What follows belongs to an exercise in optimizing a design on an open flow for small area, a short achievable clock period and few clock cycles per item; a production flow would make more cautious choices. The RTL was checked by simulation tests, not by an equivalence proof against the original design. No activity file was given, so power comes from the tool's default toggle rates.

**design/flow/design.v**
```verilog
module unsigned_nonrestoring #(
    parameter int WIDTH = 32
) (
    input logic go,
    input logic[WIDTH-1:0] divisor,
    input logic[WIDTH-1:0] dividend,
    input logic clk, rst,
    output logic done,
    output logic[WIDTH-1:0] quotient,
    output logic[WIDTH-1:0] remainder,
    output logic divide_by_zero
);
logic align_R, iter_R, done_R, dbz_R;
logic [4:0] cnt_R;
logic [31:0] Q_R, R_R, B_R;
logic [5:0] lza_R, lzb_R;
assign done = done_R;
assign divide_by_zero = dbz_R;
assign quotient = Q_R;
assign remainder = R_R;
function automatic logic [5:0] lzc32(input logic [31:0] x);
    logic [15:0] v1; logic [15:0] c1;
    logic [7:0] v2; logic [1:0] c2 [8];
    logic [3:0] v3; logic [2:0] c3 [4];
    logic [1:0] v4; logic [3:0] c4 [2];
    for (int i = 0; i < 16; i++) begin
        v1[i] = x[2*i+1] | x[2*i];
        c1[i] = ~x[2*i+1];
    end
    for (int i = 0; i < 8; i++) begin
        v2[i] = v1[2*i+1] | v1[2*i];
        c2[i] = v1[2*i+1] ? {1'b0, c1[2*i+1]} : {1'b1, c1[2*i]};
    end
    for (int i = 0; i < 4; i++) begin
        v3[i] = v2[2*i+1] | v2[2*i];
        c3[i] = v2[2*i+1] ? {1'b0, c2[2*i+1]} : {1'b1, c2[2*i]};
    end
    for (int i = 0; i < 2; i++) begin
        v4[i] = v3[2*i+1] | v3[2*i];
        c4[i] = v3[2*i+1] ? {1'b0, c3[2*i+1]} : {1'b1, c3[2*i]};
    end
    if (v4[1]) lzc32 = {2'b00, c4[1]};
    else if (v4[0]) lzc32 = {2'b01, c4[0]};
    else lzc32 = 6'd32;
endfunction
logic [6:0] d;
logic [31:0] bsh;
logic bzero, qzero;
always_comb begin
    d = {1'b0, lzb_R} - {1'b0, lza_R};
    bzero = lzb_R[5];
    qzero = d[6];
    bsh = divisor << d[4:0];
end
logic [32:0] diff;
logic qd;
always_comb begin
    diff = {1'b0, R_R} - {1'b0, B_R};
    qd = !diff[32];
end
always_ff @(posedge clk or posedge rst) begin
    if (rst) begin
        align_R <= 1'b0;
        iter_R <= 1'b0;
        done_R <= 1'b0;
        dbz_R <= 1'b0;
    end else begin
        done_R <= 1'b0;
        if (align_R) begin
            align_R <= 1'b0;
            dbz_R <= bzero;
            if (bzero || qzero) done_R <= 1'b1;
            else iter_R <= 1'b1;
        end else if (iter_R) begin
            if (cnt_R == 5'd0) begin
                iter_R <= 1'b0;
                done_R <= 1'b1;
            end
        end else if (go) begin
            align_R <= 1'b1;
        end
    end
end
always_ff @(posedge clk) begin
    lza_R <= lzc32(dividend);
    lzb_R <= lzc32(divisor);
    if (align_R) begin
        B_R <= bsh;
        Q_R <= '0;
        cnt_R <= d[4:0];
    end else begin
        B_R <= {1'b0, B_R[31:1]};
        Q_R <= {Q_R[30:0], qd};
        cnt_R <= cnt_R - 5'd1;
    end
    if (!align_R && !iter_R) R_R <= dividend;
    else if (iter_R && qd) R_R <= diff[31:0];
end
endmodule
```
**design/flow/run.sh**
```bash
#!/bin/bash
# synth_recipe.tcl (not shown) runs the flow's synth.tcl, then flattens the netlist and writes it again
# the make line also repeats each setting of config.mk as NAME=value (left out here)
make -C /OpenROAD-flow-scripts/flow DESIGN_CONFIG=/design/flow/config.mk WORK_HOME=/design/flow/orfs CLKGATE_MAP_FILE= SYNTH_SCRIPT=/design/flow/synth_recipe.tcl finish
```
**design/flow/config.mk**
```make
export PLATFORM = sky130hd
export DESIGN_NAME = unsigned_nonrestoring
export DESIGN_NICKNAME = unsigned_nonrestoring
export VERILOG_FILES = /design/flow/design.v
export SDC_FILE = /design/flow/constraint.sdc
export NUM_CORES = 4
export LEC_CHECK = 0
export CAP_MARGIN = 20
export CORE_MARGIN = 2
export CORE_UTILIZATION = 40
export SETUP_SLACK_MARGIN = 2.5
export SLEW_MARGIN = 20
```
**design/flow/constraint.sdc**
```tcl
create_clock -name core_clock -period 6.0 [get_ports {clk}]
set_input_delay 1.2000 -clock core_clock [delete_from_list [all_inputs] [get_ports {clk}]]
set_output_delay 1.2000 -clock core_clock [all_outputs]
set_load 0.01 [all_outputs]
```
==> results of run 1 <==
-- routing by layer --
layer | vias to the layer above | global-route usage [%] | part of all wire, %
met3 | 22 | 3.60 | 5.0
met2 | 211 | 34.1 | 45
met4 | 0 | 6.19 | 1.1
li1 | 3684 | - | -
met1 | 3293 | 31.0 | 49
met5 | - | 0 | 0
-- synthesized netlist by cell type (all sizes together), types with 6 or more instances --
cell    instances  area [um^2]
ha             40          500
nor4           16          100
o21ai          69          345
edfxtp         32          961
xnor2          19          166
a21o            9         67.6
dfxtp          81         1620
o21a           10         75.1
or2             6         37.5
nand3          16         80.1
mux2i          32          320
a31oi          11         68.8
clkbuf         35          131
nand2b          7         43.8
a211oi         29          218
nand4           7         43.8
xor2           17          156
nand2          83          312
nor3           20          105
o21bai          8         60.1
inv            64          240
and2            9         56.3
nor2          103          389
a21oi         112          568
nor2b          39          244
mux2            8         90.1
buf            15         86.3
o22ai          12         75.1
-- final cells by class --
type                            count  area (um^2)  share of cell area [%]
Multi-Input combinational cell    736         4700                    47.2
Clock buffer                       18          439                    4.41
Inverter                           64          240                    2.41
Tap cell                          265          332                    3.33
Sequential cell                   117         2680                    26.9
Timing Repair Buffer              143         1410                    14.1
Clock inverter                     14          163                    1.63
-- layout by cell type (no fill, tap or decap), drive strengths merged, types with 4 or more instances in the layout --
cell             n
o21ai           69
o21bai           8
xor2            17
ha              40
a31oi           11
a21o             9
or3              5
mux2i           32
dfxtp           81
nand4            7
a21oi          112
xnor2           19
or2              6
nor3            20
edfxtp          32
inv             73
o22ai           12
a211oi          29
o21a            10
nand3           16
nand2           83
clkbuf          18
a311oi           4
clkdlybuf4s50  132
nor4            16
and2             9
o31ai            5
dfrtp            4
buf             11
nand2b           7
nor2           103
mux2             8
nor2b           39
-- kinds of logic after synthesis --
logic type	after synthesis
AND/OR/NAND/NOR	320
AO/OA/AOI/OAI	296
flip-flops	117
buffers and inverters	114
multiplexers	42
adder cells (fa/ha/maj)	42
XOR/XNOR	36
-- worst max path at each step --
stage                     startpoint      end  cells past startpoint
final                         R_R[0]  R_R[12]                     12
after global routing          R_R[0]  R_R[15]                     12
after CTS                     R_R[0]  R_R[15]                     12
after detailed placement      R_R[0]  R_R[28]                     12
after global placement        R_R[0]  R_R[10]                     12
after floorplan               R_R[0]   R_R[0]                     11
-- registers in the layout, indices dropped and copies added, names as in the netlist --
signal   flops
lza_R        6
done_R       1
lzb_R        6
cnt_R        5
iter_R       1
Q_R         32
align_R      1
R_R         32
dbz_R        1
B_R         32
-- per-stage QoR --
step                hold WS (ns)  utilization (%)  cells  worst slack (ns)  cell area (um^2)
finish                     0.456             51.7   1357              2.72              9960
floorplan                  0.435                -    967              2.45              7820
detailed placement         0.452             48.5   1324              2.14              9350
global route               0.474             51.7   1357              2.52              9960
CTS                        0.461             51.7   1357              2.63              9960
global placement           0.442             48.5   1324              2.17              9350
-- where the power goes --
| part | switching, W | internal [W] |
|---|---|---|
| combinational | 0.00210 | 0.00159 |
| clock | 0.000411 | 0.000635 |
| sequential | 0.000168 | 0.00133 |
| total | 0.00268 | 0.00355 |
-- what timing repair did --
item,in CTS,in global routing
buffers inserted,1,0
cloned,0,0
hold buffers,0,0
pin swaps,1,0
resized for setup,0,1
endpoints found under the setup margin,21,21
==> impl_metrics.toml, run 1 <==
[synthesis]
synthMuxAreaShare_pct = 5.85
postSynthCellCount = 967
async_reset_ff_share_pct = 3.42
synth_compound_area_share_pct = 23.3
synth_simple_gate_area_share_pct = 19.4
syn_area_um2 = 7790
ys_seq_elements = 117
syn-num-nets = 1076
synth_edf_count = 32
ys.flop_type = "dfxtp_1"
synth-adder-area-share_pct = 6.94
synth_top_family_by_area = "compound AO/OA/AOI/OAI gates"
synth_cell_types = 67
yosys_warnings = 7
ys_seq_area_share_pct = 34.4
synth-xor-area-share_pct = 4.14
postSynthAreaPerCell_um2 = 8.06

[critical_path]
crit_fanout = 21
r2r_setup_slack_ns = 2.72
critPathRequiredTime_ns = 6.10
worst_setup_path_end_kind = "flop"
critPathKind = "reg2reg"
slowest_delay_ns = 0.46
r2r-end = "R_R[12]"
path_cells = "inv_1 > ha_2 > fa_2 > and2b_1 > o2111ai_2 > a21oi_2 > nor2_2 > a2111oi_2 > nor3b_2 > and3_4 > o31ai_4 > buf_6"
cpMaxStageDelayCell = "a2111oi_2"
reg2reg_from = "R_R[0]"
worst_setup_path_start_kind = "flop"
arrival_ns = 3.38
ff2ff_path_depth = 12
cp_top_family = "compound AO/OA/AOI/OAI gates"
path_buf_inv = 2

[sta]
setup_viol = 0
finalCritPeriodShare_pct = 54.6
slew_headroom_pct = 40.9
fmax_mhz = 305
hold_viol = 0
rsz0062_at_grt = "no"
tightest_slew_ns = 0.887
finalSetupTns_ns = 0
fin_crit_ns = 3.28
fin_skew_ns = 0.0118
slew_viol_final = 0

[power_and_ir_drop]
max-vdd-ir-drop_mv = 0.224
p_leak_nw = 3.99
power_w = 0.00623
power_density_nw_per_um2 = 625

[clock_network]
cts.sinks = 117
clockBufferDepth = 2
cts-root-buf = "clkbuf_16"
cts_tree = "built"
cts_htree_levels = 4
clk_latency_ns = 0.42
cts_buffers = 17
clk_pin_slew_ns = 0.06

[floorplan]
die-area_um2 = 20600
num_rows = 51
start_util_pct = 40.4
fp.dieW_um = 144
core_area_um2 = 19300
die_h_um = 144
io_pins = 133

[placed_design]
post-dp-hpwl_um = 17200
finalWeightedCongestion = 0.924
io_buffers = 132

[drt]
drt_first_pass_iters = 5
initialDrtViolationCount = 530
routed_wl_um = 22200
drc_errors = 0
wire_per_inst_um = 16.4
via_per_inst = 5.31
vias = 7210
drtAntennaViolNets = 0

[finish]
final_nets = 1188
nFillCells = 1900
drive_gt1_share_pct = 7.33
diodes = 0
area_delta_synth_final_pct = 27.9

[worst_hold_path]
holdPathStages = 1
min_to = "Q_R[31]"
hold_class = "reg2reg"
holdCritStartpoint = "Q_R[30]"

[grt]
grtUsageTotal_pct = 21.8
grt_max_degree = 95
antenna_found_initial = 0
gr-total-overflow = 0
grt_pass1_vias = 6638
grt_pass1_wl_um = 34900

[flow_run]
drv_cap = 0

[run_status]
status = "timing/DRC/antenna clean"
Testbench counts, summed over its fixed seeds: cycles 32,890, divisions 3,200.
==> inputs of run 2 (changes only) <==
--- a/design/flow/config.mk
+++ b/design/flow/config.mk
@@ -8,5 +8,5 @@
 export CAP_MARGIN = 20
 export CORE_MARGIN = 2
 export CORE_UTILIZATION = 40
-export SETUP_SLACK_MARGIN = 2.5
+export SETUP_SLACK_MARGIN = 3.5
 export SLEW_MARGIN = 20
==> run 2 against run 1 <==
  * Global-route usage grew 1.2 points
  * Largest power group unchanged
  * Still clean on timing, DRC and antenna
  * Synthesized cell count is the same
  * Non-clock buffer count grew 45
==> impl_metrics.toml, run 2 <==
[run_status]
status = "timing/DRC/antenna clean"

[critical_path]
ff2ff_path_depth = 13
r2r_setup_slack_ns = 2.96
crit_fanout = 16
worst_setup_path_start_kind = "flop"
critPathKind = "reg2reg"
path_depth = 13
reg2reg_from = "R_R[0]"
path_buf_inv = 3
path_cells = "inv_1 > ha_2 > fa_2 > and2b_2 > o2111ai_4 > a21oi_4 > nor2_4 > a2111oi_4 > nor3b_2 > and3_4 > o31ai_4 > buf_4 > buf_12"
arrival_ns = 3.17
r2r-end = "R_R[12]"
cp_top_family = "compound AO/OA/AOI/OAI gates"
critPathRequiredTime_ns = 6.13
slowest_delay_ns = 0.34
worst_setup_path_end_kind = "flop"
cpMaxStageDelayCell = "edfxtp_1"

[sta]
hold_viol = 0
tightest_slew_ns = 0.963
setup_viol = 0
fin_skew_ns = 0.00961
fmax_mhz = 329
fin_crit_ns = 3.04
finalCritPeriodShare_pct = 50.7
finalSetupTns_ns = 0
rsz0062_at_grt = "yes"
slew_headroom_pct = 35.8
slew_viol_final = 0

[synthesis]
synth_top_area_share_pct = 20.8
syn_area_um2 = 7790
yosys.cell_count.top_type = "a21oi_1"
yosys_warnings = 7
syn-num-nets = 1076
ys_seq_area_share_pct = 34.4
synth_top_cell_by_area = "dfxtp_1"
synth_cell_types = 67
async_reset_ff_share_pct = 3.42
synth_area_leaders = "dfxtp_1 (21%), edfxtp_1 (12%), a21oi_1 (7.1%), ha_1 (6.4%), nor2_1 (4.9%)"
ys.flop_type = "dfxtp_1"
ys_seq_elements = 117
postSynthAreaPerCell_um2 = 8.06
postSynthCellCount = 967
synthTopCellsByCount = "a21oi_1 (110), nor2_1 (102), nand2_1 (83), dfxtp_1 (81), inv_1 (63)"
synth_edf_count = 32

[finish]
area_delta_synth_final_pct = 45.3
diodes = 0
biggestRegsByFlops = "B_R: 32 flops, Q_R: 32 flops, R_R: 32 flops"
drive_gt1_share_pct = 24.4
final_nets = 1235
layout_commonest_cell = "nor2_1"
fin_cells = 1404
nFillCells = 1750
final_cell_mix = "nor2_1 (91), a21oi_1 (82), dfxtp_1 (78), dlygate4sd2_1 (78), nand2_1 (73)"

[grt]
grtUsageTotal_pct = 23.0
gr-total-overflow = 0
grt_pass1_vias = 7023
antenna_found_initial = 0
grt_max_degree = 95
grt_pass1_wl_um = 36900

[drt]
drc_errors = 0
initialDrtViolationCount = 486
drtAntennaViolNets = 0
vias = 7668
routed_wl_um = 24700
wire_per_inst_um = 17.6
via_per_inst = 5.46
drt_first_pass_iters = 6

[floorplan]
die_h_um = 144
die-area_um2 = 20600
num_rows = 51
io_pins = 133
core_area_um2 = 19300
fp.dieW_um = 144
start_util_pct = 40.4

[power_and_ir_drop]
power_density_nw_per_um2 = 599
p_leak_nw = 4.97
max-vdd-ir-drop_mv = 0.298

[worst_hold_path]
min_to = "Q_R[30]"
holdPathStages = 1
holdCritStartpoint = "Q_R[29]"
hold_class = "reg2reg"

[placed_design]
io_buffers = 132
placed_cells = 1323
finalWeightedCongestion = 0.918
post-dp-hpwl_um = 17200

[clock_network]
clk_pin_slew_ns = 0.06
cts-root-buf = "clkbuf_16"
clockBufferDepth = 2
cts.sinks = 117
postCtsHoldBufs = 0
cts_htree_levels = 4
cts_buffers = 17
clk_latency_ns = 0.43
cts_tree = "built"

[flow_run]
drv_cap = 0
## run 2: layout make-up
type	count	area, um^2	share of cell area, %
repair buffers	188	1850	16.4
clock buffers	17	425	3.76
clock inverters	15	141	1.25
multi-input cells	736	5590	49.4
repair inverters	2	22.5	0.199
flip-flops and latches	117	2690	23.7
inverters	64	269	2.38
well taps	265	332	2.93
## run 2: where the power goes
group / internal, W / switching, W / total (W)
logic: 0.00187 / 0.00242 / 0.00428
clock network: 0.000580 / 0.000415 / 0.000994
registers: 0.00133 / 0.000176 / 0.00150
## run 2: repair_timing
item | 4_1_cts | 5_1_grt
endpoints found under the setup margin | 139 | 110
buffers inserted | 31 | 14
pin swaps | 40 | 53
gates resized for setup | 194 | 169
gates cloned | 2 | 2
## run 2: worst max path at each step
stage                       startpoint  slack (ns)        to
after floorplan                 R_R[0]        2.45    R_R[0]
after global placement    dividend[27]        1.87  lza_R[5]
final                           R_R[0]        2.96   R_R[12]
after CTS                       R_R[0]        2.92   R_R[13]
after global routing            R_R[0]        2.83   R_R[14]
after detailed placement  dividend[27]        2.01  lza_R[5]
## run 2: metal layers
layer | GRT usage, % | routed length (um) | vias to the layer above
li1 | - | - | 3772
met1 | 31.8 | 11400 | 3661
met2 | 37.0 | 11900 | 207
met3 | 3.83 | 1040 | 28
met4 | 6.91 | 405 | 0
met5 | 0 | 0 | -
## run 2: cell families after synthesis
family | Yosys count | share of synthesized area, %
AOI/OAI and AO/OA | 296 | 23.4
xor gates and xnor gates | 36 | 4.14
adders and majority gates | 42 | 6.94
buffers and inverters | 114 | 5.88
DFF | 117 | 34.4
muxes | 42 | 5.85
and+or+nand+nor | 320 | 19.4
## run 2: worst reg2reg max path, stage by stage (launching register included)
cell and delay [ns]:
edfxtp_1 0.34, inv_1 0.05, ha_2 0.19, fa_2 0.34, and2b_2 0.25, o2111ai_4 0.13, a21oi_4 0.21, nor2_4 0.06
a2111oi_4 0.34, nor3b_2 0.10, and3_4 0.17, o31ai_4 0.22, buf_4 0.16, buf_12 0.16
## run 2: per-stage QoR
stage	utilization, %	power, W	hold WS, ns	worst slack (ns)	cell area [um^2]
floorplan	-	0.00404	0.435	2.45	7830
global placement	48.5	0.00514	0.442	1.87	9350
detailed placement	48.5	0.00515	0.449	2.01	9350
CTS	54.8	0.00642	0.462	2.92	10600
global route	58.7	0.00726	0.470	2.83	11300
finish	58.7	0.00678	0.454	2.96	11300
==> inputs of run 3 (changes only) <==
--- a/design/flow/config.mk
+++ b/design/flow/config.mk
@@ -8,5 +8,5 @@
 export CAP_MARGIN = 20
 export CORE_MARGIN = 2
 export CORE_UTILIZATION = 40
-export SETUP_SLACK_MARGIN = 3.5
+export SETUP_SLACK_MARGIN = 3.0
 export SLEW_MARGIN = 20
==> run 3 against run 2 <==
  * Cell area is 9.9% lower
  * Register-to-register slack worse by 0.09 ns
  * Synthesized cell count stayed put
  * Sequential share of layout area is 2.6 points higher
  * Combinational power is 7.0% lower
  * Total power is 3.7% lower
  * First-iteration DRC count is 9.7% higher
  * Routed wire length is 8.9% lower
  * Final cell count is 2.5% lower
  * Sequential cell count stayed put
  * Global-route usage is 1.0 points lower
  * Die area stayed put
==> impl_metrics.toml, run 3 <==
[run_status]
status = "timing/DRC/antenna clean"

[finish]
fin_area_um2 = 10200
biggestRegsByFlops = "B_R: 32 flops, Q_R: 32 flops, R_R: 32 flops"
fin_cells = 1369
final_cell_mix = "clkdlybuf4s50_1 (132), a21oi_1 (109), nor2_1 (101), nand2_1 (83), dfxtp_1 (81)"
layout_commonest_cell = "clkdlybuf4s50_1"
drive_gt1_share_pct = 9.15
diodes = 0
final_nets = 1200
area_delta_synth_final_pct = 31.0
nFillCells = 1883

[synthesis]
postSynthAreaPerCell_um2 = 8.06
ys_seq_elements = 117
yosys_warnings = 7
postSynthCellCount = 967
syn-num-nets = 1076
synth_cell_types = 67
syn_area_um2 = 7790
yosys.cell_count.top_type = "a21oi_1"
synth_top_area_share_pct = 20.8
synth_top_cell_by_area = "dfxtp_1"
ys.flop_type = "dfxtp_1"
synth_area_leaders = "dfxtp_1 (21%), edfxtp_1 (12%), a21oi_1 (7.1%), ha_1 (6.4%), nor2_1 (4.9%)"
async_reset_ff_share_pct = 3.42
synthTopCellsByCount = "a21oi_1 (110), nor2_1 (102), nand2_1 (83), dfxtp_1 (81), inv_1 (63)"
ys_seq_area_share_pct = 34.4
synth_edf_count = 32

[critical_path]
worst_setup_path_start_kind = "flop"
worst_setup_path_end_kind = "flop"
cp_top_family = "compound AO/OA/AOI/OAI gates"
arrival_ns = 3.28
slowest_delay_ns = 0.37
critPathKind = "reg2reg"
crit_fanout = 5
path_buf_inv = 3
path_cells = "inv_2 > ha_4 > fa_2 > and2b_1 > o2111ai_2 > a21oi_2 > nor2_4 > a2111oi_4 > nor3b_2 > and3_4 > o31ai_4 > buf_6 > clkbuf_16"
cpMaxStageDelayCell = "edfxtp_1"
critPathRequiredTime_ns = 6.15

[drt]
drt_first_pass_iters = 7
initialDrtViolationCount = 533
drtAntennaViolNets = 0
vias = 7291
via_per_inst = 5.33
drc_errors = 0
wire_per_inst_um = 16.4
routed_wl_um = 22500

[floorplan]
io_pins = 133
die-area_um2 = 20600
num_rows = 51
core_area_um2 = 19300
start_util_pct = 40.4
die_h_um = 144
fp.dieW_um = 144

[sta]
rsz0062_at_grt = "yes"
tightest_slew_ns = 0.896
finalSetupTns_ns = 0
hold_viol = 0
slew_headroom_pct = 40.2
setup_viol = 0
slew_viol_final = 0
finalCritPeriodShare_pct = 52.2
fmax_mhz = 319
fin_crit_ns = 3.13
fin_skew_ns = 0.0114

[grt]
grtUsageTotal_pct = 22.0
grt_pass1_vias = 6679
use_met1_pct = 31.3
use_met3_pct = 3.40
grt_max_degree = 95
met2_usage_pct = 34.3
antenna_found_initial = 0
gr-total-overflow = 0
grt_pass1_wl_um = 35200
grt.busiest_layer = "met2"

[clock_network]
cts.sinks = 117
cts_buffers = 17
cts_htree_levels = 4
cts-root-buf = "clkbuf_16"
clk_pin_slew_ns = 0.06
clockBufferDepth = 2
cts_tree = "built"
postCtsHoldBufs = 0
clk_latency_ns = 0.42

[power_and_ir_drop]
power_density_nw_per_um2 = 640
max-vdd-ir-drop_mv = 0.245
p_leak_nw = 4.08
power_w = 0.00653

[placed_design]
post-dp-hpwl_um = 17200
place_area_um2 = 9350
io_buffers = 132
finalWeightedCongestion = 0.924
placed_cells = 1324

[flow_run]
drv_cap = 0

[worst_hold_path]
hold_class = "reg2reg"
-- run 3: cell types whose count changed in the layout (fill, tap and decap cells not counted), moves of 13 or more --
cell / before / now
a211oi_2: 16 / 0
o21ai_0: 37 / 61
clkdlybuf4s50_1: 16 / 132
a21oi_1: 82 / 109
mux2i_1: 14 / 32
buf_4: 41 / 16
a21oi_2: 26 / 3
a211oi_1: 11 / 29
o21ai_2: 13 / 0
dlygate4sd2_1: 78 / 0
mux2i_2: 13 / 0
dlymetal6s2s_1: 36 / 0
-- run 3: path summary, 6_finish.rpt --
kind | start | slack (ns) | end | cells past startpoint
hold reg to reg | Q_R[30] | 0.46 | Q_R[31] | 1
setup / recovery | R_R[0] | 2.87 | R_R[30] | 13
min in group asynchronous | rst | 0.99 | dbz_R | 2
setup reg to reg | R_R[0] | 2.87 | R_R[30] | 13
max in group asynchronous | rst | 4.82 | align_R | 2
hold / removal | Q_R[30] | 0.46 | Q_R[31] | 1
-- run 3: metrics by stage --
step | hold WS, ns | setup slack (ns) | utilization, %
floorplan | 0.435 | 2.45 | -
global placement | 0.442 | 2.17 | 48.5
detailed placement | 0.452 | 2.14 | 48.5
CTS | 0.461 | 2.90 | 52.2
global route | 0.474 | 2.73 | 52.9
finish | 0.457 | 2.87 | 52.9
-- run 3: layout make-up --
type                            instances  area [um^2]  area share (%)
Clock inverter                         14          163            1.59
Sequential cell                       117         2680            26.3
Timing Repair Buffer                  155         1560            15.3
Inverter                               64          243            2.38
Tap cell                              265          332            3.25
Multi-Input combinational cell        736         4780            46.9
Clock buffer                           18          439            4.30
-- run 3: where the power goes --
group / switching (W) / leakage, nW / internal, W / total (W)
clock: 0.000412 / 0.293 / 0.000635 / 0.00105
sequential: 0.000173 / 1.03 / 0.00133 / 0.00150
combinational: 0.00219 / 2.76 / 0.00179 / 0.00398
-- run 3: timing repair --
action / in CTS / in global routing
cloned: 1 / 1
buffers inserted: 5 / 6
resized for setup: 10 / 15
pin swaps: 4 / 5
endpoints found under the setup margin: 46 / 56
-- run 3: cells by family after synthesis --
group / Yosys count / synth area share, %
xor gates and xnor gates: 36 / 4.14
adders and majority gates: 42 / 6.94
muxes: 42 / 5.85
and+or+nand+nor: 320 / 19.4
AOI/OAI and AO/OA: 296 / 23.4
buffers and inverters: 114 / 5.88
DFF: 117 / 34.4
-- run 3: per-layer routing --
layer	wire (um)	vias up
li1	-	3707
met1	11000	3337
met2	10200	219
met3	944	28
met4	357	0
met5	0	-
-- run 3: worst reg2reg max path: stages (launching register included) --
cell and delay [ns]:
edfxtp_1 0.37, inv_2 0.05, ha_4 0.15, fa_2 0.34, and2b_1 0.24, o2111ai_2 0.13, a21oi_2 0.24, nor2_4 0.07
a2111oi_4 0.35, nor3b_2 0.11, and3_4 0.17, o31ai_4 0.30, buf_6 0.18, clkbuf_16 0.14
==> inputs of run 4 (changes only) <==
==> design/flow/flow/run.sh (new file) <==
#!/bin/bash
# The standard layout, with the port buffers made from the smallest plain buffer
# (buf_1) instead of the cell buffer_ports picks by itself.
set -euo pipefail
bash standard.sh 'BUFFER_PORTS_ARGS=-buffer_cell sky130_fd_sc_hd__buf_1' finish > make.log 2>&1
==> design/flow/standard.sh (new file) <==
#!/bin/bash
# synth_recipe.tcl (not shown) runs the flow's synth.tcl, then flattens the netlist and writes it again
# the make line also repeats each setting of config.mk as NAME=value (left out here)
make -C /OpenROAD-flow-scripts/flow DESIGN_CONFIG=/design/flow/config.mk WORK_HOME=/design/flow/orfs CLKGATE_MAP_FILE= SYNTH_SCRIPT=/design/flow/synth_recipe.tcl "${@:-finish}"
removed: design/flow/run.sh
==> run 4 against run 3 <==
  * Critical endpoint is now R_R[3]
  * Setup slack got worse by 0.060 ns
  * Combinational power fell by 4%
  * Sequential share of layout area rose by 2.3 points
  * Global-route usage fell by 0.17 points
  * Sequential power barely moved
  * Sequential cell count did not move
  * Via count rose by 0.49%
  * Final cell count barely moved
  * Largest cell class unchanged
  * Total power fell by 2.6%
  * Critical path depth rose by 1
  * First-iteration DRC count fell by 14%
==> impl_metrics.toml, run 4 <==
[run_status]
status = "timing/DRC/antenna clean"

[synthesis]
synth_area_leaders = "dfxtp_1 (21%), edfxtp_1 (12%), a21oi_1 (7.1%), ha_1 (6.4%), nor2_1 (4.9%)"
ys.flop_type = "dfxtp_1"
synth_top_area_share_pct = 20.8
synth_edf_count = 32
synth_cell_types = 67
yosys.cell_count.top_type = "a21oi_1"
postSynthAreaPerCell_um2 = 8.06
yosys_warnings = 7
syn_area_um2 = 7790
postSynthCellCount = 967
syn-num-nets = 1076
ys_seq_elements = 117
synthTopCellsByCount = "a21oi_1 (110), nor2_1 (102), nand2_1 (83), dfxtp_1 (81), inv_1 (63)"
synth_top_cell_by_area = "dfxtp_1"
async_reset_ff_share_pct = 3.42
ys_seq_area_share_pct = 34.4

[critical_path]
ff2ff_path_depth = 14
worst_setup_path_start_kind = "flop"
r2r_setup_slack_ns = 2.81
worst_setup_path_end_kind = "flop"
r2r-end = "R_R[3]"
arrival_ns = 3.33
critPathRequiredTime_ns = 6.14
critPathKind = "reg2reg"
reg2reg_from = "R_R[0]"
crit_fanout = 8

[power_and_ir_drop]
power_density_nw_per_um2 = 677
max-vdd-ir-drop_mv = 0.234
p_leak_nw = 3.76

[placed_design]
io_buffers = 132
place_area_um2 = 8520
finalWeightedCongestion = 0.888
post-dp-hpwl_um = 16900
placed_cells = 1323

[sta]
rsz0062_at_grt = "yes"
slew_viol_final = 0
fin_crit_ns = 3.19
finalSetupTns_ns = 0
hold_viol = 0
slew_headroom_pct = 40.4
fin_skew_ns = 0.00795
fmax_mhz = 313
finalCritPeriodShare_pct = 53.2
tightest_slew_ns = 0.894
setup_viol = 0

[flow_run]
drv_cap = 0

[clock_network]
cts_tree = "built"
cts_buffers = 17
clockBufferDepth = 2
cts.sinks = 117
cts-root-buf = "clkbuf_16"
clk_pin_slew_ns = 0.06
cts_htree_levels = 4
clk_latency_ns = 0.42

[worst_hold_path]
holdPathStages = 1
hold_class = "reg2reg"
min_to = "Q_R[20]"
holdCritStartpoint = "Q_R[19]"

[finish]
nFillCells = 1921
final_nets = 1201
drive_gt1_share_pct = 8.78
biggestRegsByFlops = "B_R: 32 flops, Q_R: 32 flops, R_R: 32 flops"
area_delta_synth_final_pct = 20.4
fin_area_um2 = 9380
final_cell_mix = "buf_1 (132), a21oi_1 (109), nor2_1 (101), nand2_1 (82), dfxtp_1 (81)"
fin_cells = 1370
fin_util_pct = 48.7
diodes = 0
layout_commonest_cell = "buf_1"

[grt]
gr-total-overflow = 0
antenna_found_initial = 0
grt_pass1_vias = 6691
grtUsageTotal_pct = 21.8
grt_pass1_wl_um = 35200
grt_max_degree = 57

[drt]
vias = 7327
routed_wl_um = 22400
drc_errors = 0
via_per_inst = 5.35
drtAntennaViolNets = 0
drt_first_pass_iters = 5
wire_per_inst_um = 16.3
initialDrtViolationCount = 461

[floorplan]
die_h_um = 144
start_util_pct = 40.4
fp.dieW_um = 144
io_pins = 133
die-area_um2 = 20600
core_area_um2 = 19300
num_rows = 51
==> run 4: cell counts after synthesis <==
No cell type changed its count.
==> run 4: layer usage <==
metal	vias to the layer above	GRT usage, %	part of all wire, %
met5	-	0	0
li1	3705	-	-
met1	3403	30.7	49
met4	0	6.76	1.7
met3	32	3.80	4.6
met2	187	34.0	45
==> run 4: final cells by class <==
type                       count  area (um^2)  share of cell area [%]
clock buffer                  20          489                    5.21
clock inverter                12          114                    1.21
inverter                      64          243                    2.59
multi-input combinational    736         4730                    50.4
sequential                   117         2680                    28.6
tap                          265          332                    3.53
timing repair buffer         156          788                    8.40
==> run 4: critical path, cell delays in order, from the launching register on <==
cell and delay (ns):
edfxtp_1 0.34, inv_1 0.05, ha_2 0.18, fa_2 0.34, and2b_1 0.24, o2111ai_2 0.14, a21oi_2 0.26, nor2_4 0.07
a2111oi_4 0.35, nor3b_2 0.11, and3_4 0.18, o31ai_4 0.26, buf_6 0.16, buf_12 0.11, buf_16 0.13
==> run 4: kinds of logic (layout without fill, tap and decap cells) <==
logic type | after synthesis | after routing | synth area share [%]
buf+inv | 114 | 252 | 5.88
xor+xnor | 36 | 36 | 4.14
flops | 117 | 117 | 34.4
fa+ha+maj | 42 | 42 | 6.94
simple gates | 320 | 320 | 19.4
mux | 42 | 42 | 5.85
compound gates | 296 | 296 | 23.4
==> run 4: stage by stage <==
stage / hold slack [ns] / power (W) / setup slack (ns)
2_1_floorplan: 0.435 / 0.00404 / 2.45
3_3_place_gp: 0.440 / 0.00487 / 2.59
3_5_place_dp: 0.451 / 0.00488 / 2.58
4_1_cts: 0.461 / 0.00631 / 2.85
5_1_grt: 0.471 / 0.00684 / 2.69
6_report: 0.461 / 0.00636 / 2.81
==> run 4: how the worst max path moves through the flow <==
stage	end	depth (start not counted)	start
2_1_floorplan	R_R[0]	11	R_R[0]
3_3_place_gp	R_R[4]	12	R_R[0]
3_5_place_dp	R_R[4]	12	R_R[0]
4_1_cts	R_R[19]	14	R_R[0]
5_1_grt	R_R[19]	14	R_R[0]
6_report	R_R[3]	14	R_R[0]
==> run 4: timing repair <==
item / in CTS / in global routing
pin swaps: 4 / 2
buffers inserted: 9 / 3
setup endpoints to repair: 35 / 36
resized for setup: 13 / 5
gates cloned: 3 / 0
hold endpoints to repair: 0 / 0
hold buffers: 0 / 0
==> run 4: where the power goes <==
part / switching [W] / internal [W] / total, W
combinational: 0.00221 / 0.00160 / 0.00381
clock: 0.000396 / 0.000634 / 0.00103
sequential: 0.000188 / 0.00133 / 0.00151
==> inputs of run 5 (changes only) <==
--- a/design/flow/config.mk
+++ b/design/flow/config.mk
@@ -5,8 +5,10 @@
 export SDC_FILE = /design/flow/constraint.sdc
 export NUM_CORES = 4
 export LEC_CHECK = 0
+export ABC_AREA = 1
 export CAP_MARGIN = 20
 export CORE_MARGIN = 2
 export CORE_UTILIZATION = 40
-export SETUP_SLACK_MARGIN = 3.0
+export CTS_BUF_LIST = sky130_fd_sc_hd__clkbuf_8
+export SETUP_SLACK_MARGIN = 3.5
 export SLEW_MARGIN = 20
==> run 5 against run 4 <==
  * Still clean on timing, DRC and antenna
  * Critical path depth did not move
  * Clock power fell by 24%
  * Synthesized area rose by 12%
  * Via count rose by 28%
  * Clock skew rose by 0.0037 ns
  * Cell area rose by 9.1%
  * Count of clock-buffer cells in the layout fell by 3
  * Routed wire length rose by 28%
  * Final cell count rose by 35%
  * Register-to-register slack improved by 0.77 ns
  * Synthesized cell count rose by 47%
  * Largest power group unchanged
==> impl_metrics.toml, run 5 <==
[placed_design]
finalWeightedCongestion = 0.924
post-dp-hpwl_um = 21500
place_area_um2 = 9430
io_buffers = 132
dp_slack_ns = 2.42

[synthesis]
syn-num-nets = 1526
synth_area_leaders = "nand2_1 (19%), dfxtp_1 (19%), edfxtp_1 (11%), inv_1 (11%), nand3_1 (9.3%)"
ys_seq_area_share_pct = 30.8
syn_area_um2 = 8710
synth_top_area_share_pct = 19.4
synth_cell_types = 39
yosys.cell_count.top_type = "nand2_1"
postSynthCellCount = 1417
synthTopCellsByCount = "nand2_1 (450), inv_1 (253), nand3_1 (162), nor2_1 (118), dfxtp_1 (81)"
ys_seq_elements = 117
yosys_warnings = 7
async_reset_ff_share_pct = 3.42
synth_top_cell_by_area = "nand2_1"
ys.flop_type = "dfxtp_1"
postSynthAreaPerCell_um2 = 6.15
synth_edf_count = 32

[floorplan]
core_area_um2 = 21200
fp.dieW_um = 152
start_util_pct = 41.1
num_rows = 53
die-area_um2 = 23000
io_pins = 133
die_h_um = 152

[critical_path]
cp_top_family = "simple AND/OR/NAND/NOR gates"
r2r_setup_slack_ns = 3.58
critPathRequiredTime_ns = 6.16
r2r-end = "R_R[1]"
timing.critical_path.mode_cell = "nand2_2"
critPathKind = "reg2reg"
arrival_ns = 2.57
worst_setup_path_start_kind = "flop"
crit_fanout = 8
slowest_delay_ns = 0.38
reg2reg_from = "R_R[0]"
path_cells = "inv_1 > ha_1 > fa_1 > inv_2 > nand3_1 > nand3_2 > nand2_1 > nand2_2 > nand2_1 > nand2_2 > nand2_2 > nand2_4 > nand2_8 > nand2_8"
cpMaxStageDelayCell = "fa_1"
ff2ff_path_depth = 14
worst_setup_path_end_kind = "flop"
path_buf_inv = 2

[sta]
slew_viol_final = 0
tightest_slew_ns = 0.740
fin_crit_ns = 2.42
finalSetupTns_ns = 0
setup_slack_ns = 3.58
slew_headroom_pct = 50.5
hold_viol = 0
finalCritPeriodShare_pct = 40.3
whs_ns = 0.418
setup_viol = 0
rsz0062_at_grt = "no"
fin_skew_ns = 0.0117
fmax_mhz = 414

[power_and_ir_drop]
power_frac_seq_pct = 23.9
clkPwrFrac_pct = 12.7
p_comb_share_pct = 63.4
p_leak_nw = 5.01
power_w = 0.00621
power_density_nw_per_um2 = 607
p_sw_w = 0.00321
internal_power_w = 0.00301
p_sw_share_pct = 51.6
max-vdd-ir-drop_mv = 0.209

[worst_hold_path]
min_to = "Q_R[3]"
holdPathStages = 2
hold_class = "reg2reg"
holdCritStartpoint = "Q_R[2]"

[finish]
area_delta_synth_final_pct = 17.6
layout_commonest_cell = "nand2_1"
drive_gt1_share_pct = 6.57
biggestRegsByFlops = "B_R: 32 flops, Q_R: 32 flops, R_R: 32 flops"
final_cell_mix = "nand2_1 (443), inv_1 (252), nand3_1 (161), buf_1 (132), nor2_1 (116)"
final_nets = 1664
diodes = 0
fin_area_um2 = 10200

[clock_network]
cts-root-buf = "clkbuf_8"
clk_latency_ns = 0.46
cts.sinks = 117
cts_htree_levels = 4
cts_buffers = 17
cts_tree = "built"
clockBufferDepth = 2
postCtsHoldBufs = 0
clk_pin_slew_ns = 0.07

[drt]
drt_first_pass_iters = 5
drtAntennaViolNets = 0
initialDrtViolationCount = 733
wire_per_inst_um = 15.5
via_per_inst = 5.10
vias = 9402
routed_wl_um = 28500
drc_errors = 0

[grt]
grtUsageTotal_pct = 25.0
grt_max_degree = 63
gr-total-overflow = 0
grt_pass1_vias = 8397
antenna_found_initial = 0
grt_pass1_wl_um = 43800

[flow_run]
drv_cap = 0

[run_status]
status = "timing/DRC/antenna clean"
run 5: cell types whose count changed after synthesis, sizes merged, moves of 12 or more:
cell	before	now
nor2b	39	0
nor2	103	122
nand3	16	162
a211oi	29	0
nor4	16	0
o211ai	3	27
nand2	83	450
mux2i	32	5
a21oi	112	48
xnor2	19	6
inv	64	257
xor2	17	5
run 5: repair_timing:
action / CTS / global route
gates cloned: 6 / 1
pin swaps: 7 / 6
endpoints found under the setup margin: 64 / 79
resized for setup: 20 / 20
setup buffers: 6 / 11
endpoints found under the hold margin: 0 / 0
run 5: worst register-to-register path: cells and delay by family, from the launching register on:
family	cells	cell delay (ns)
AND/OR/NAND/NOR	10	1.03
adder cells (fa/ha/maj)	2	0.60
flip-flops	1	0.34
buffers and inverters	2	0.14
run 5: worst max path at each step:
stage / startpoint / to / slack, ns / depth (start not counted)
6_report: R_R[0] / R_R[1] / 3.58 / 14
5_1_grt: R_R[0] / R_R[6] / 3.48 / 14
2_1_floorplan: R_R[0] / R_R[0] / 3.64 / 14
3_3_place_gp: lzb_R[0] / B_R[19] / 2.46 / 12
4_1_cts: R_R[0] / R_R[0] / 3.51 / 14
3_5_place_dp: lzb_R[0] / B_R[15] / 2.42 / 10
run 5: area by class of cell:
type | count | area, um^2
repair buffers | 154 | 693
clock inverters | 15 | 179
well taps | 275 | 344
flip-flops and latches | 117 | 2690
clock buffers | 17 | 234
fillers | 2273 | 11000
inverters | 258 | 985
repair inverters | 1 | 7.51
multi-input cells | 1006 | 5110
run 5: cells by family after synthesis:
logic type,count (synthesis),share of synthesized area [%]
and+or+nand+nor,767,36.4
buffers and inverters,300,13.3
AOI/OAI and AO/OA,175,11.5
DFF,117,30.8
adders and majority gates,42,6.20
xor gates and xnor gates,11,1.28
muxes,5,0.574
run 5: metal layers:
metal,track usage [%],vias to the layer above,wire length [um]
met2,41.0,323,13400
met5,0,-,0
met3,3.86,49,1740
met4,8.98,0,746
li1,-,4787,-
met1,33.3,4243,12700
run 5: per-stage QoR:
stage                     util [%]  cells
after floorplan                  -   1417
after global placement        44.5   1787
after detailed placement      44.5   1787
after CTS                     47.3   1831
after global routing          48.3   1843
final                         48.3   1843
run 5: power groups by stage:
stage | clock network [W] | registers [W] | logic, W
6_report | 0.000786 | 0.00149 | 0.00394
3_3_place_gp | 0 | 0.00151 | 0.00357
2_1_floorplan | 0 | 0.00150 | 0.00261
4_1_cts | 0.000798 | 0.00150 | 0.00379
5_1_grt | 0.000830 | 0.00152 | 0.00448
3_5_place_dp | 0 | 0.00152 | 0.00360
==> inputs of run 6 (changes only) <==
--- a/design/flow/design.v
+++ b/design/flow/design.v
@@ -56,7 +56,7 @@
 logic qd;
 always_comb begin
     diff = {1'b0, R_R} - {1'b0, B_R};
-    qd = !diff[32];
+    qd = R_R >= B_R;
 end
 always_ff @(posedge clk or posedge rst) begin
     if (rst) begin
--- a/design/flow/config.mk
+++ b/design/flow/config.mk
@@ -5,10 +5,8 @@
 export SDC_FILE = /design/flow/constraint.sdc
 export NUM_CORES = 4
 export LEC_CHECK = 0
-export ABC_AREA = 1
 export CAP_MARGIN = 20
 export CORE_MARGIN = 2
 export CORE_UTILIZATION = 40
-export CTS_BUF_LIST = sky130_fd_sc_hd__clkbuf_8
 export SETUP_SLACK_MARGIN = 3.5
 export SLEW_MARGIN = 20
==> run 6 against run 5 <==
  * Synthesized area decreased by 11%
  * Synthesized cell count is 33% lower
  * Still clean on timing, DRC and antenna
  * Final cell count shrank 23%
  * Clock power grew 27%
  * Sequential power about the same
  * Cell area is 8.0% higher
  * Utilization up 10 points
  * Via count fell by 16%
  * Register-to-register slack lost 0.57 ns
  * Maximum frequency down 19%
  * Count of clock-buffer cells in the layout increased by 3
  * Worst hold slack gained 0.039 ns
==> impl_metrics.toml, run 6 <==
[run_status]
status = "timing/DRC/antenna clean"

[critical_path]
worst_setup_path_start_kind = "flop"
r2r_setup_slack_ns = 3.01
worst_setup_path_end_kind = "flop"
cpMaxStageDelayCell = "edfxtp_1"
timing.critical_path.mode_cell = "inv_2"
r2r-end = "R_R[30]"
arrival_ns = 3.24
crit_fanout = 2
slowest_delay_ns = 0.40
critPathKind = "reg2reg"
path_cells = "inv_2 > ha_4 > fa_2 > inv_2 > a21o_1 > a221o_1 > buf_6 > a211oi_4 > o211ai_1 > a21oi_2 > mux2_4 > a211oi_2"
ff2ff_path_depth = 12
reg2reg_from = "R_R[0]"
critPathRequiredTime_ns = 6.25

[sta]
setup_viol = 0
fin_skew_ns = 0.0121
rsz0062_at_grt = "yes"
slew_viol_final = 0
fmax_mhz = 335
whs_ns = 0.456
slew_headroom_pct = 41.4
finalCritPeriodShare_pct = 49.8
hold_viol = 0
fin_crit_ns = 2.99
tightest_slew_ns = 0.879
finalSetupTns_ns = 0

[grt]
gr-total-overflow = 0
grt_pass1_vias = 7336
grtUsageTotal_pct = 24.5
grt_max_degree = 79
grt_pass1_wl_um = 38800
antenna_found_initial = 2

[drt]
wl_met3_um = 1770
drtAntennaViolNets = 0
highest_layer = "met4"
wire_per_inst_um = 18.3
routed_wl_um = 26000
drc_errors = 0
via_per_inst = 5.58
wl_met1_um = 11500
vias = 7933
initialDrtViolationCount = 665
drt_first_pass_iters = 6
wl_met2_um = 12000

[floorplan]
num_rows = 50
core_area_um2 = 18800
fp.dieW_um = 143
start_util_pct = 41.2
io_pins = 133
die_h_um = 143
die-area_um2 = 20500

[worst_hold_path]
holdPathStages = 1
min_to = "Q_R[3]"
holdCritStartpoint = "Q_R[2]"
hold_class = "reg2reg"

[synthesis]
syn_area_um2 = 7750
synth_area_leaders = "dfxtp_1 (21%), edfxtp_1 (12%), a21oi_1 (6.7%), ha_1 (6.5%), nor2_1 (5.0%)"
synth_top_cell_by_area = "dfxtp_1"
async_reset_ff_share_pct = 3.42
synth_cell_types = 62
ys_seq_elements = 117
synthTopCellsByCount = "a21oi_1 (103), nor2_1 (103), nand2_1 (84), dfxtp_1 (81), inv_1 (64)"
syn-num-nets = 1063
ys_seq_area_share_pct = 34.6
postSynthAreaPerCell_um2 = 8.12
synth_edf_count = 32
ys.flop_type = "dfxtp_1"
postSynthCellCount = 954
synth_top_area_share_pct = 20.9
yosys_warnings = 7

[finish]
area_delta_synth_final_pct = 42.6
biggestRegsByFlops = "B_R: 32 flops, Q_R: 32 flops, R_R: 32 flops"
final_cell_mix = "buf_1 (131), nor2_1 (95), dfxtp_1 (78), a21oi_1 (76), nand2_1 (72)"
layout_commonest_cell = "buf_1"
nFillCells = 1637
diodes = 0
final_nets = 1257
fin_area_um2 = 11100
drive_gt1_share_pct = 28.0

[placed_design]
post-dp-hpwl_um = 17200
place_area_um2 = 8580
finalWeightedCongestion = 0.892
io_buffers = 132

[clock_network]
cts.sinks = 117
cts_tree = "built"
clockBufferDepth = 2
clk_pin_slew_ns = 0.06
cts_htree_levels = 4
clk_latency_ns = 0.42
cts-root-buf = "clkbuf_16"
cts_buffers = 17

[power_and_ir_drop]
p_leak_nw = 4.31
clkPwrFrac_pct = 14.0
internal_power_w = 0.00397
p_comb_share_pct = 64.9
p_sw_w = 0.00318
power_frac_seq_pct = 21.1
power_density_nw_per_um2 = 647
p_sw_share_pct = 44.5
max-vdd-ir-drop_mv = 0.276

[flow_run]
drv_cap = 0
run 6: layer usage:
layer  track usage, %  vias up
li1                 -     3828
met1             33.6     3765
met2             39.1      287
met3             4.02       53
met4             8.86        0
met5                0        -
run 6: cells by family (layout without fill, tap and decap cells):
family                     after synthesis  in the layout  synth area share [%]
and+or+nand+nor                        317            317                  19.4
AOI/OAI and AO/OA                      293            293                  23.9
DFF                                    117            117                  34.6
buffers and inverters                  110            316                  5.50
adders and majority gates               42             42                  6.97
muxes                                   42             42                  5.89
xor gates and xnor gates                33             34                  3.73
run 6: power groups by stage:
stage               Sequential (W)  Clock (W)  Combinational, W
finish                     0.00151   0.000998           0.00464
global route               0.00155    0.00105           0.00500
CTS                        0.00151    0.00101           0.00406
detailed placement         0.00151          0           0.00329
global placement           0.00150          0           0.00330
floorplan                  0.00154          0           0.00242
run 6: layout make-up:
class	count	area, um^2	area share (%)
Multi-Input combinational cell	728	5810	52.6
Sequential cell	117	2690	24.3
Timing Repair Buffer	218	1390	12.5
Clock buffer	20	478	4.32
Tap cell	260	325	2.94
Inverter	64	246	2.23
Clock inverter	12	105	0.951
Timing Repair inverter	2	15.0	0.136
run 6: metrics by stage:
stage	std cells	util [%]	power, W	worst slack [ns]
global placement	1310	45.6	0.00480	2.62
finish	1421	58.7	0.00715	3.01
CTS	1395	54.9	0.00657	3.07
global route	1421	58.7	0.00760	2.91
detailed placement	1310	45.6	0.00480	2.59
floorplan	954	-	0.00396	2.93
run 6: worst max-delay path: cells and delay by family, from the launching register on:
kind | cells | cell delay (ns)
AO/OA/AOI/OAI | 6 | 1.48
flip-flops | 1 | 0.40
adder cells (fa/ha/maj) | 2 | 0.34
multiplexers | 1 | 0.33
buffers and inverters | 3 | 0.27
run 6: worst max-delay path by stage:
stage                  start      end  slack, ns  depth (start not counted)
detailed placement  lzb_R[0]  B_R[28]       2.59                         12
floorplan             R_R[0]   R_R[0]       2.93                         11
CTS                   R_R[0]  R_R[30]       3.07                         12
global route         R_R[11]  R_R[15]       2.91                         10
finish                R_R[0]  R_R[30]       3.01                         12
global placement    lzb_R[0]  B_R[28]       2.62                         12
run 6: timing repair:
action / CTS / global route
endpoints found under the setup margin: 85 / 86
cloned: 6 / 0
pin swaps: 49 / 64
setup buffers: 47 / 26
hold buffers: 0 / 0
gates resized for setup: 171 / 113
Testbench counts of run 6, summed over its fixed seeds: cycles 32,890, divisions 3,200.
==> inputs of run 7 (changes only) <==
--- a/design/flow/config.mk
+++ b/design/flow/config.mk
@@ -8,5 +8,5 @@
 export CAP_MARGIN = 20
 export CORE_MARGIN = 2
 export CORE_UTILIZATION = 40
-export SETUP_SLACK_MARGIN = 3.5
+export SETUP_SLACK_MARGIN = 3.25
 export SLEW_MARGIN = 20
==> run 7 against run 6 <==
  * Still clean
  * Global-route usage decreased by 1.4 points
  * Die area unchanged
  * Routed wire length decreased by 7.2%
  * Via count decreased by 6.0%
  * Critical path depth decreased by 2
  * Utilization decreased by 6.4 points
  * Clock skew increased by 0.0012 ns
  * Maximum frequency increased by 3.3%
  * Register-to-register slack improved by 0.09 ns
  * Count of clock-buffer cells in the layout decreased by 3
  * Combinational power decreased by 13%
  * First-iteration DRC count decreased by 20%
  * Critical endpoint is now R_R[5]
==> impl_metrics.toml, run 7 <==
[run_status]
status = "timing/DRC/antenna clean"

[floorplan]
core_area_um2 = 18800
start_util_pct = 41.2
num_rows = 50
fp.dieW_um = 143
die_h_um = 143
io_pins = 133
die-area_um2 = 20500

[finish]
drive_gt1_share_pct = 15.6
final_cell_mix = "buf_1 (132), nor2_1 (102), a21oi_1 (91), nand2_1 (82), dfxtp_1 (80)"
regArea_um2 = 2690
multi_input_area_um2 = 5140
fin_cells = 1369
biggestRegsByFlops = "B_R: 32 flops, Q_R: 32 flops, R_R: 32 flops"
final_nets = 1205
fin_util_pct = 52.3
fin_area_um2 = 9850
layout_commonest_cell = "buf_1"
nFillCells = 1873
diodes = 0
area_delta_synth_final_pct = 27.0

[clock_network]
cts_tree = "built"
postCtsHoldBufs = 0
clk_latency_ns = 0.43
cts_buffers = 17
clk_pin_slew_ns = 0.06
cts.sinks = 117
cts_htree_levels = 4
cts-root-buf = "clkbuf_16"
clockBufferDepth = 2

[synthesis]
syn-num-nets = 1063
synthTopCellsByCount = "a21oi_1 (103), nor2_1 (103), nand2_1 (84), dfxtp_1 (81), inv_1 (64)"
synth_area_leaders = "dfxtp_1 (21%), edfxtp_1 (12%), a21oi_1 (6.7%), ha_1 (6.5%), nor2_1 (5.0%)"
ys_seq_area_share_pct = 34.6
synth_edf_count = 32
syn_area_um2 = 7750
synth_top_area_share_pct = 20.9
synth_top_cell_by_area = "dfxtp_1"
ys_seq_elements = 117
synth_cell_types = 62
postSynthCellCount = 954
async_reset_ff_share_pct = 3.42
postSynthAreaPerCell_um2 = 8.12
yosys_warnings = 7
ys.flop_type = "dfxtp_1"

[critical_path]
worst_setup_path_end_kind = "flop"
critPathRequiredTime_ns = 6.19
crit_fanout = 12
critPathKind = "reg2reg"
arrival_ns = 3.08
worst_setup_path_start_kind = "flop"

[placed_design]
finalWeightedCongestion = 0.901
io_buffers = 132
place_area_um2 = 8500
placed_cells = 1308
post-dp-hpwl_um = 17500

[grt]
grt_max_degree = 62
gr-total-overflow = 0
grtUsageTotal_pct = 23.1
grt_pass1_wl_um = 36600
antenna_found_initial = 0
grt_pass1_vias = 6824

[drt]
wl_met1_um = 11400
vias = 7459
drt_first_pass_iters = 5
drtAntennaViolNets = 0
initialDrtViolationCount = 534
wl_met2_um = 10900
via_per_inst = 5.45
drc_errors = 0
highest_layer = "met4"
wl_met3_um = 1390
routed_wl_um = 24100
wire_per_inst_um = 17.6

[sta]
hold_viol = 0
fin_skew_ns = 0.0133
fmax_mhz = 346
rsz0062_at_grt = "yes"
slew_headroom_pct = 51.7
fin_crit_ns = 2.89
setup_viol = 0
finalCritPeriodShare_pct = 48.2
slew_viol_final = 0
tightest_slew_ns = 0.722
finalSetupTns_ns = 0

[power_and_ir_drop]
power_w = 0.00655
p_leak_nw = 3.89
power_density_nw_per_um2 = 665
max-vdd-ir-drop_mv = 0.318

[flow_run]
drv_cap = 0

[worst_hold_path]
hold_class = "reg2reg"
run 7: cell types whose count changed in the layout (fill, tap and decap cells not counted), sizes merged:
cell,previous run,this run
buf,218,166
clkbuf,20,18
clkinv,3,2
clkinvlp,4,5
inv,71,74
xor2,18,17
run 7: timing repair:
item	CTS	global route
pin swaps	16	25
setup buffers	17	8
gates cloned	2	2
endpoints found under the setup margin	75	71
gates resized for setup	49	62
run 7: through the flow:
step | hold WS, ns | setup WS [ns]
after floorplan | 0.435 | 2.93
after global placement | 0.441 | 2.32
after detailed placement | 0.450 | 2.29
after CTS | 0.462 | 3.10
after global routing | 0.472 | 3.01
final | 0.460 | 3.11
run 7: final cells by class:
| class | instances | area share [%] |
|---|---|---|
| timing repair buffer | 167 | 8.68 |
| sequential | 117 | 27.3 |
| timing repair inverter | 2 | 0.152 |
| clock inverter | 15 | 1.56 |
| inverter | 64 | 2.48 |
| tap | 260 | 3.30 |
| multi-input combinational | 727 | 52.2 |
| clock buffer | 17 | 4.32 |
run 7: power breakdown:
| group | internal, W | switching [W] | total [W] | leakage (nW) |
|---|---|---|---|---|
| logic | 0.00172 | 0.00231 | 0.00403 | 2.57 |
| registers | 0.00130 | 0.000208 | 0.00151 | 1.04 |
| clock network | 0.000555 | 0.000457 | 0.00101 | 0.279 |
run 7: kinds of logic after synthesis:
family,count (synthesis),synth area share (%)
flops,117,34.6
compound gates,293,23.9
simple gates,317,19.4
fa+ha+maj,42,6.97
buf+inv,110,5.50
mux,42,5.89
xor+xnor,33,3.73
run 7: worst paths after layout:
check	from	end	slack (ns)	cells past startpoint
min in group asynchronous	rst	done_R	0.62	2
hold reg to reg	Q_R[27]	Q_R[28]	0.46	1
hold / removal	Q_R[27]	Q_R[28]	0.46	1
max in group asynchronous	rst	align_R	5.21	2
setup / recovery	R_R[4]	R_R[5]	3.11	10
setup reg to reg	R_R[4]	R_R[5]	3.11	10
run 7: routing by layer:
layer | GRT usage (%) | up-vias
li1 | - | 3721
met4 | 6.62 | 0
met3 | 3.92 | 26
met1 | 33.0 | 3456
met2 | 35.9 | 256
met5 | 0 | -
run 7: critical path: stages (launching register included):
cell	delay [ns]
edfxtp_1	0.40
ha_1	0.40
a21o_1	0.20
a221o_2	0.44
a31oi_4	0.22
o221ai_4	0.15
o2111ai_2	0.22
and3_4	0.22
mux2i_4	0.08
buf_12	0.17
buf_12	0.15
==> inputs of run 8 (changes only) <==
--- a/design/flow/config.mk
+++ b/design/flow/config.mk
@@ -8,5 +8,6 @@
 export CAP_MARGIN = 20
 export CORE_MARGIN = 2
 export CORE_UTILIZATION = 40
-export SETUP_SLACK_MARGIN = 3.25
+export CTS_BUF_LIST = sky130_fd_sc_hd__clkbuf_8
+export SETUP_SLACK_MARGIN = 3.0
 export SLEW_MARGIN = 20
==> run 8 against run 7 <==
  * Non-clock buffer count shrank 14
  * Global-route usage down 0.53 points
  * Sequential share of layout area is 1.9 points higher
  * Clock power down 22%
  * Still clean
  * Clock skew up 0.0059 ns
  * Routed wire length down 3.9%
  * Register-to-register slack worse by 0.05 ns
  * Critical path type unchanged
  * Largest power group unchanged
  * Cell area fell by 6.5%
  * Largest cell class unchanged
  * Sequential cell count stayed put
  * Synthesized area did not move
  * Die area unchanged
==> impl_metrics.toml, run 8 <==
[floorplan]
fp.dieW_um = 143
io_pins = 133
die-area_um2 = 20500
core_area_um2 = 18800
start_util_pct = 41.2
num_rows = 50
die_h_um = 143

[clock_network]
cts-root-buf = "clkbuf_8"
clockBufferDepth = 2
cts_buffers = 17
cts_tree = "built"
clk_pin_slew_ns = 0.09
clk_latency_ns = 0.44
cts.sinks = 117
postCtsHoldBufs = 0
cts_htree_levels = 4

[sta]
rsz0062_at_grt = "yes"
finalCritPeriodShare_pct = 49.0
fin_skew_ns = 0.0191
tightest_slew_ns = 1.01
finalSetupTns_ns = 0
setup_slack_ns = 3.06
hold_viol = 0
slew_headroom_pct = 31.9
fin_crit_ns = 2.94
slew_viol_final = 0
whs_ns = 0.460
fmax_mhz = 340
setup_viol = 0

[synthesis]
postSynthAreaPerCell_um2 = 8.12
postSynthCellCount = 954
yosys_warnings = 7
async_reset_ff_share_pct = 3.42
synth_edf_count = 32
synth_top_area_share_pct = 20.9
synth_area_leaders = "dfxtp_1 (21%), edfxtp_1 (12%), a21oi_1 (6.7%), ha_1 (6.5%), nor2_1 (5.0%)"
synth_top_cell_by_area = "dfxtp_1"
syn-num-nets = 1063
ys_seq_elements = 117
ys_seq_area_share_pct = 34.6
synth_cell_types = 62
ys.flop_type = "dfxtp_1"
synthTopCellsByCount = "a21oi_1 (103), nor2_1 (103), nand2_1 (84), dfxtp_1 (81), inv_1 (64)"
syn_area_um2 = 7750

[finish]
final_cell_mix = "buf_1 (132), nor2_1 (103), a21oi_1 (102), nand2_1 (83), dfxtp_1 (81)"
drive_gt1_share_pct = 10.1
area_delta_synth_final_pct = 18.8
nFillCells = 1904
layout_commonest_cell = "buf_1"
biggestRegsByFlops = "B_R: 32 flops, Q_R: 32 flops, R_R: 32 flops"
diodes = 0
final_nets = 1190

[critical_path]
crit_fanout = 25
arrival_ns = 3.12
r2r_setup_slack_ns = 3.06
r2r-end = "R_R[13]"
worst_setup_path_start_kind = "flop"
reg2reg_from = "R_R[0]"
ff2ff_path_depth = 12
critPathRequiredTime_ns = 6.18
critPathKind = "reg2reg"
startpoint = "R_R[0]"
worst_setup_path_end_kind = "flop"

[drt]
via_per_inst = 5.44
wire_per_inst_um = 17.1
initialDrtViolationCount = 502
drt_first_pass_iters = 5
vias = 7372
routed_wl_um = 23100
drc_errors = 0
drtAntennaViolNets = 0

[grt]
grt_max_degree = 66
grtUsageTotal_pct = 22.6
antenna_found_initial = 0
grt_pass1_vias = 6852
grt_pass1_wl_um = 35900
gr-total-overflow = 0

[power_and_ir_drop]
power_w = 0.00586
power_density_nw_per_um2 = 636
max-vdd-ir-drop_mv = 0.317
p_leak_nw = 3.70

[worst_hold_path]
holdCritStartpoint = "Q_R[6]"
hold_class = "reg2reg"
holdPathStages = 1
min_to = "Q_R[7]"

[run_status]
status = "timing/DRC/antenna clean"

[flow_run]
drv_cap = 0

[placed_design]
post-dp-hpwl_um = 17600
dp_slack_ns = 2.30
finalWeightedCongestion = 0.910
io_buffers = 132
[run 8: what timing repair did]
item | 4_1_cts | 5_1_grt
cloned | 1 | 0
gates resized for setup | 13 | 22
endpoints found under the setup margin | 53 | 65
pin swaps | 4 | 10
setup buffers | 4 | 9
[run 8: cell families after synthesis]
group           after synthesis  share of synthesized area (%)
simple gates                317                           19.4
fa+ha+maj                    42                           6.97
compound gates              293                           23.9
mux                          42                           5.89
xor+xnor                     33                           3.73
buf+inv                     110                           5.50
flops                       117                           34.6
[run 8: metrics by stage]
step / area (um^2) / instances / utilization, %
4_1_cts: 9020 / 1345 / 47.9
3_3_place_gp: 8500 / 1308 / 45.1
5_1_grt: 9210 / 1354 / 48.9
2_1_floorplan: 7780 / 954 / -
3_5_place_dp: 8500 / 1308 / 45.1
6_report: 9210 / 1354 / 48.9
[run 8: power by group]
part,switching [W],total [W],internal [W]
combinational,0.00214,0.00357,0.00143
sequential,0.000196,0.00150,0.00130
clock,0.000401,0.000790,0.000389
total,0.00274,0.00586,0.00312
[run 8: worst max path at each step]
stage               endpoint
floorplan             R_R[0]
global placement      R_R[9]
detailed placement    R_R[9]
CTS                  R_R[16]
global route         R_R[13]
finish               R_R[13]
[run 8: area by class of cell]
class / count / area [um^2] / area share (%)
clock buffer: 17 / 234 / 2.54
clock inverter: 15 / 184 / 2.00
inverter: 64 / 244 / 2.65
multi-input combinational: 727 / 4850 / 52.6
sequential: 117 / 2680 / 29.1
tap: 260 / 325 / 3.53
timing repair buffer: 153 / 682 / 7.40
timing repair inverter: 1 / 7.51 / 0.0815
[run 8: critical path, cell delays in order (launching register included)]
cell and delay [ns]:
edfxtp_1 0.38, inv_1 0.07, ha_2 0.18, fa_2 0.22, inv_1 0.05, a21o_1 0.16
a221o_2 0.43, a31oi_4 0.25, o221ai_4 0.18, o2111ai_2 0.23, and3_4 0.23, mux2i_4 0.08
buf_12 0.21
[run 8: per-layer routing]
| metal | up-vias | wire [um] | global-route usage [%] |
|---|---|---|---|
| li1 | 3697 | - | - |
| met1 | 3397 | 11100 | 32.1 |
| met2 | 252 | 10200 | 35.3 |
| met3 | 26 | 1390 | 3.86 |
| met4 | 0 | 423 | 6.31 |
| met5 | - | 0 | 0 |
==> inputs of run 9 (changes only) <==
--- a/design/flow/config.mk
+++ b/design/flow/config.mk
@@ -9,5 +9,5 @@
 export CORE_MARGIN = 2
 export CORE_UTILIZATION = 40
 export CTS_BUF_LIST = sky130_fd_sc_hd__clkbuf_8
-export SETUP_SLACK_MARGIN = 3.0
+export SETUP_SLACK_MARGIN = 2.75
 export SLEW_MARGIN = 20
==> run 9 against run 8 <==
  * Clock skew fell by 0.0095 ns
  * Synthesized area did not move
  * Worst hold slack improved by 0.0028 ns
  * Register-to-register slack got worse by 0.18 ns
  * Sequential share of layout area rose by 0.36 points
  * Critical path type unchanged
  * Total power fell by 1.3%
  * Via count rose by 0.69%
  * Critical path depth did not move
  * Largest cell class unchanged
  * Non-clock buffer count rose by 1
==> impl_metrics.toml, run 9 <==
[flow_run]
drv_cap = 0

[synthesis]
synth_area_leaders = "dfxtp_1 (21%), edfxtp_1 (12%), a21oi_1 (6.7%), ha_1 (6.5%), nor2_1 (5.0%)"
synth_edf_count = 32
synth_cell_types = 62
synthTopCellsByCount = "a21oi_1 (103), nor2_1 (103), nand2_1 (84), dfxtp_1 (81), inv_1 (64)"
postSynthAreaPerCell_um2 = 8.12
synth_top_area_share_pct = 20.9
syn_area_um2 = 7750
yosys_warnings = 7
ys.flop_type = "dfxtp_1"
synth_top_cell_by_area = "dfxtp_1"
async_reset_ff_share_pct = 3.42
ys_seq_area_share_pct = 34.6
syn-num-nets = 1063
postSynthCellCount = 954
ys_seq_elements = 117

[floorplan]
core_area_um2 = 18800
fp.dieW_um = 143
num_rows = 50
io_pins = 133
die-area_um2 = 20500
die_h_um = 143
start_util_pct = 41.2

[clock_network]
clk_latency_ns = 0.44
clockBufferDepth = 2
postCtsHoldBufs = 0
cts_buffers = 17
cts_htree_levels = 4
cts.sinks = 117
clk_pin_slew_ns = 0.08
cts_tree = "built"
cts-root-buf = "clkbuf_8"

[sta]
fin_skew_ns = 0.00967
rsz0062_at_grt = "no"
fin_crit_ns = 3.12
fmax_mhz = 320
setup_viol = 0
finalSetupTns_ns = 0
finalCritPeriodShare_pct = 52.0
slew_viol_final = 0
tightest_slew_ns = 0.879
slew_headroom_pct = 41.4
hold_viol = 0

[placed_design]
placed_cells = 1310
place_area_um2 = 8500
post-dp-hpwl_um = 17300
io_buffers = 132
finalWeightedCongestion = 0.957

[critical_path]
path_cells = "inv_1 > ha_1 > fa_2 > inv_1 > a21o_1 > a221o_1 > a31oi_2 > o221ai_4 > o2111ai_2 > and3_4 > mux2i_4 > buf_6"
worst_setup_path_start_kind = "flop"
critPathRequiredTime_ns = 6.15
worst_setup_path_end_kind = "flop"
timing.critical_path.mode_cell = "inv_1"
critPathKind = "reg2reg"
slowest_delay_ns = 0.35
crit_fanout = 7
arrival_ns = 3.27
cpMaxStageDelayCell = "edfxtp_1"

[finish]
nFillCells = 1887
drive_gt1_share_pct = 8.85
regArea_um2 = 2680
layout_commonest_cell = "buf_1"
fin_cells = 1356
multi_input_area_um2 = 4760
area_delta_synth_final_pct = 17.4
final_nets = 1192
fin_area_um2 = 9100
final_cell_mix = "buf_1 (132), nor2_1 (103), a21oi_1 (102), nand2_1 (84), dfxtp_1 (81)"
biggestRegsByFlops = "B_R: 32 flops, Q_R: 32 flops, R_R: 32 flops"
diodes = 0

[grt]
antenna_found_initial = 0
gr-total-overflow = 0
grt_pass1_vias = 6772
grt_pass1_wl_um = 35400
grtUsageTotal_pct = 22.2
grt_max_degree = 91

[worst_hold_path]
hold_class = "reg2reg"

[power_and_ir_drop]
power_w = 0.00578
p_leak_nw = 3.67
max-vdd-ir-drop_mv = 0.341
power_density_nw_per_um2 = 635

[drt]
vias = 7423
drc_errors = 0
drt_first_pass_iters = 5
wire_per_inst_um = 16.8
drtAntennaViolNets = 0
routed_wl_um = 22800
initialDrtViolationCount = 475
via_per_inst = 5.47

[run_status]
status = "timing/DRC/antenna clean"
-- run 9: report_power, final --
group / switching [W] / internal, W
registers: 0.000182 / 0.00130
logic: 0.00213 / 0.00142
clock network: 0.000370 / 0.000381
total: 0.00268 / 0.00310
-- run 9: kinds of logic after synthesis --
kind of cell,Yosys count,synth area share [%]
buf+inv,110,5.50
flops,117,34.6
simple gates,317,19.4
xor+xnor,33,3.73
mux,42,5.89
fa+ha+maj,42,6.97
compound gates,293,23.9
-- run 9: path summary, 6_finish.rpt --
kind                             start      end  slack (ns)  depth (start not counted)
worst max register to register  R_R[0]  R_R[13]        2.88                         12
worst min register to register  Q_R[2]   Q_R[3]        0.46                          1
min in group asynchronous          rst  align_R        0.62                          2
max in group asynchronous          rst  align_R        5.21                          2
worst min-delay path            Q_R[2]   Q_R[3]        0.46                          1
worst max-delay path            R_R[0]  R_R[13]        2.88                         12
-- run 9: what timing repair did --
action | 4_1_cts | 5_1_grt
cloned | 2 | 0
buffers inserted | 6 | 6
pin swaps | 1 | 6
gates resized for setup | 2 | 16
setup endpoints to repair | 35 | 45
hold endpoints to repair | 0 | 0
-- run 9: worst max-delay path, delay by kind of cell, from the launching register on --
kind                     cells  cell delay [ns]
multiplexers                 1             0.28
AND/OR/NAND/NOR              1             0.27
flip-flops                   1             0.35
AO/OA/AOI/OAI                5             1.06
buffers and inverters        3             0.31
adder cells (fa/ha/maj)      2             0.57
-- run 9: area by class of cell --
cell class | instances | area share [%]
Clock buffer | 17 | 2.57
Clock inverter | 15 | 1.86
Inverter | 64 | 2.68
Multi-Input combinational cell | 728 | 52.3
Sequential cell | 117 | 29.5
Tap cell | 260 | 3.58
Timing Repair Buffer | 154 | 7.43
Timing Repair inverter | 1 | 0.0825
-- run 9: per-stage QoR --
step / setup slack (ns) / util, % / hold WS (ns)
2_1_floorplan: 2.79 / - / 0.435
3_3_place_gp: 2.23 / 45.2 / 0.441
3_5_place_dp: 2.16 / 45.2 / 0.450
4_1_cts: 2.75 / 47.7 / 0.465
5_1_grt: 2.74 / 48.3 / 0.470
6_report: 2.88 / 48.3 / 0.462
-- run 9: per-layer routing --
metal  up-vias  GRT usage, %  share of wire, %
met5         -             0                 0
li1       3689             -                 -
met3        37          4.76               6.1
met1      3452          30.1                47
met2       245          35.3                45
met4         0          7.14               2.1

Setup slack of run 9, layout unchanged: 2.878 ns with ideal ports, 2.878 ns with driving cells assumed (clock clkbuf_16, inputs buf_2), 2.738 ns with port delays also shifted by the 0.471 ns mid clock arrival.
